Context: an optimization exercise on an open-source flow, tuned for small area. The choices shown serve that exercise and are no tape-out recipe.
The RTL was checked by simulation tests, not by an equivalence proof against the original design.

==> 09-18: inputs <==
==> flow/design.v (excerpt) <==
module LCD(
    input clock,
    input reset,
    output LCD_E,
    output LCD_RS,
    output LCD_RW,
    output [3:0] SF_D,
    output SF_CE0
    );
clock: 20.0 ns
lec_check: 0
cap_margin: 20
core_margin: 2
core_utilization: 40
slew_margin: 20
synth_hierarchical: 1
standard.sh (not shown) runs the stock make flow with config.mk's settings and CLKGATE_MAP_FILE= SYNTH_SCRIPT=/design/flow/synth_recipe.tcl, a recipe that flattens the netlist after the stock synthesis.
==> flow/flow/run.sh <==
#!/bin/bash
set -euo pipefail
bash standard.sh synth > synth.log 2>&1
R=orfs/results/sky130hd/LCD/base
cp $R/1_2_yosys.v 1_2_yosys.standard.v
sed -E -f flow/downsize.sed 1_2_yosys.standard.v > $R/1_2_yosys.v
diff 1_2_yosys.standard.v $R/1_2_yosys.v > downsize.diff.log || true
export BUFFER_PORTS_ARGS="-buffer_cell sky130_fd_sc_hd__buf_1"
export CTS_ARGS="-sink_clustering_enable -repair_clock_nets -sink_clustering_size 30 -sink_clustering_max_diameter 200 -buf_list sky130_fd_sc_hd__clkbuf_4"
bash standard.sh > layout.log 2>&1
Other scripts of this flow, unchanged in this note and not shown: flow/flow/downsize.sed
==> 05-25 (differences from 09-18) <==
==> flow/flow/run.sh (replaced) <==
#!/bin/bash
set -euo pipefail
bash standard.sh synth > synth.log 2>&1
R=orfs/results/sky130hd/LCD/base
cp $R/1_2_yosys.v 1_2_yosys.standard.v
sed -E -f flow/downsize.sed 1_2_yosys.standard.v > $R/1_2_yosys.v
diff 1_2_yosys.standard.v $R/1_2_yosys.v > downsize.diff.log || true
export BUFFER_PORTS_ARGS="-buffer_cell sky130_fd_sc_hd__buf_1"
export CTS_ARGS="-repair_clock_nets -buf_list sky130_fd_sc_hd__clkbuf_8 -root_buf sky130_fd_sc_hd__clkbuf_8"
bash standard.sh > layout.log 2>&1
==> 08-19 (differences from 09-18) <==
==> flow/flow/run.sh (replaced) <==
#!/bin/bash
set -euo pipefail
bash standard.sh synth > synth.log 2>&1
R=orfs/results/sky130hd/LCD/base
cp $R/1_2_yosys.v 1_2_yosys.standard.v
sed -E -f flow/downsize.sed 1_2_yosys.standard.v > $R/1_2_yosys.v
diff 1_2_yosys.standard.v $R/1_2_yosys.v > downsize.diff.log || true
export BUFFER_PORTS_ARGS="-buffer_cell sky130_fd_sc_hd__buf_1"
bash standard.sh > layout.log 2>&1
==> impl_metrics.tcl <==
set metrics [dict create \
    root_buffer "clkbuf_4" \
    seq_power_share 0.594 \
    final-clk-cell-share 0.02151 \
    seq-power_mw 0.0485 \
    period_share 0.3410 \
    use_met3 0.04202 \
    ir_drop_mv 0.04047 \
    wl_met3_um 228 \
    drt_iter0_drc 119 \
    first_pass_iters 5 \
    worstSkewPairLatency_ns 0.30 \
    whs_ns 0.5207 \
    skew_ns 0.003058 \
    met1Wirelength_um 1606 \
    outcome "timing/DRC/antenna clean" \
    total_power_mw 0.08160 \
]
# the run above: 09-18

==> impl_metrics.tcl <==
set metrics [dict create \
    outcome "timing/DRC/antenna clean" \
    total_power_mw 0.08845 \
    first_pass_iters 4 \
    ir_drop_mv 0.04630 \
    wl_met3_um 219 \
    seq-power_mw 0.0484 \
    drt_iter0_drc 135 \
    crit_chain "inv_1, nor2_1, nor2_1, a21oi_1, o21ai_1, nor3b_1, o31ai_1, o21ai_1, a2111oi_0, buf_1" \
    skew_ns 0.002042 \
    whs_ns 0.5082 \
    final-clk-cell-share 0.03448 \
    worstSkewPairLatency_ns 0.25 \
    period_share 0.3364 \
    root_buffer "clkbuf_8" \
]
# the run above: 05-25

==> impl_metrics.tcl <==
set metrics [dict create \
    outcome "timing/DRC/antenna clean" \
    drt_iter0_drc 119 \
    period_share 0.3410 \
    p_int_mw 0.05736 \
    use_met3 0.04202 \
    root_buffer "clkbuf_4" \
    total_power_mw 0.08160 \
    antenna_found_initial 0 \
    mostFrequentLayoutCells "nor2_1 (40), o21ai_1 (25), nand2_1 (22)" \
    met1Wirelength_um 1606 \
    wl_met3_um 228 \
    seq_power_share 0.594 \
    p_per_area_nw_per_um2 58.44 \
    final-clk-cell-share 0.02151 \
    worstSkewPairLatency_ns 0.30 \
    first_pass_iters 5 \
    seq-power_mw 0.0485 \
    ir_drop_mv 0.04047 \
]
# the run above: 08-19

afterwards: timing with drivers on the ports:
In the flow no input, the clock included, has a driving cell. The finished layouts below were timed again as built, in two steps.
Step 1 (the two cells are an assumption about what drives the block):
set clk [get_ports {clock}]
set_driving_cell -lib_cell sky130_fd_sc_hd__clkbuf_16 $clk
set_driving_cell -lib_cell sky130_fd_sc_hd__buf_2 [delete_from_list [all_inputs] $clk]
Step 2 moves the port delays by t, midway between the first and last clock arrival at a register: inputs arrive t later, outputs are due t later. That takes back most of the time a late clock gives input paths.
Three values: no drivers, after step 1, after step 2; two values: the first two.
run	shift t [ns]	setup WS [ns]	slew at the worst register clock pin (ns)	pins driven straight from the clock port
09-18	0.319	13.181 / 13.161 / 13.479	0.12 / 0.12	1
05-25	0.276	13.272 / 13.249 / 13.525	0.08 / 0.08	1
08-19	0.319	13.181 / 13.161 / 13.479	0.12 / 0.12	1
After both steps every run listed still meets setup and hold.
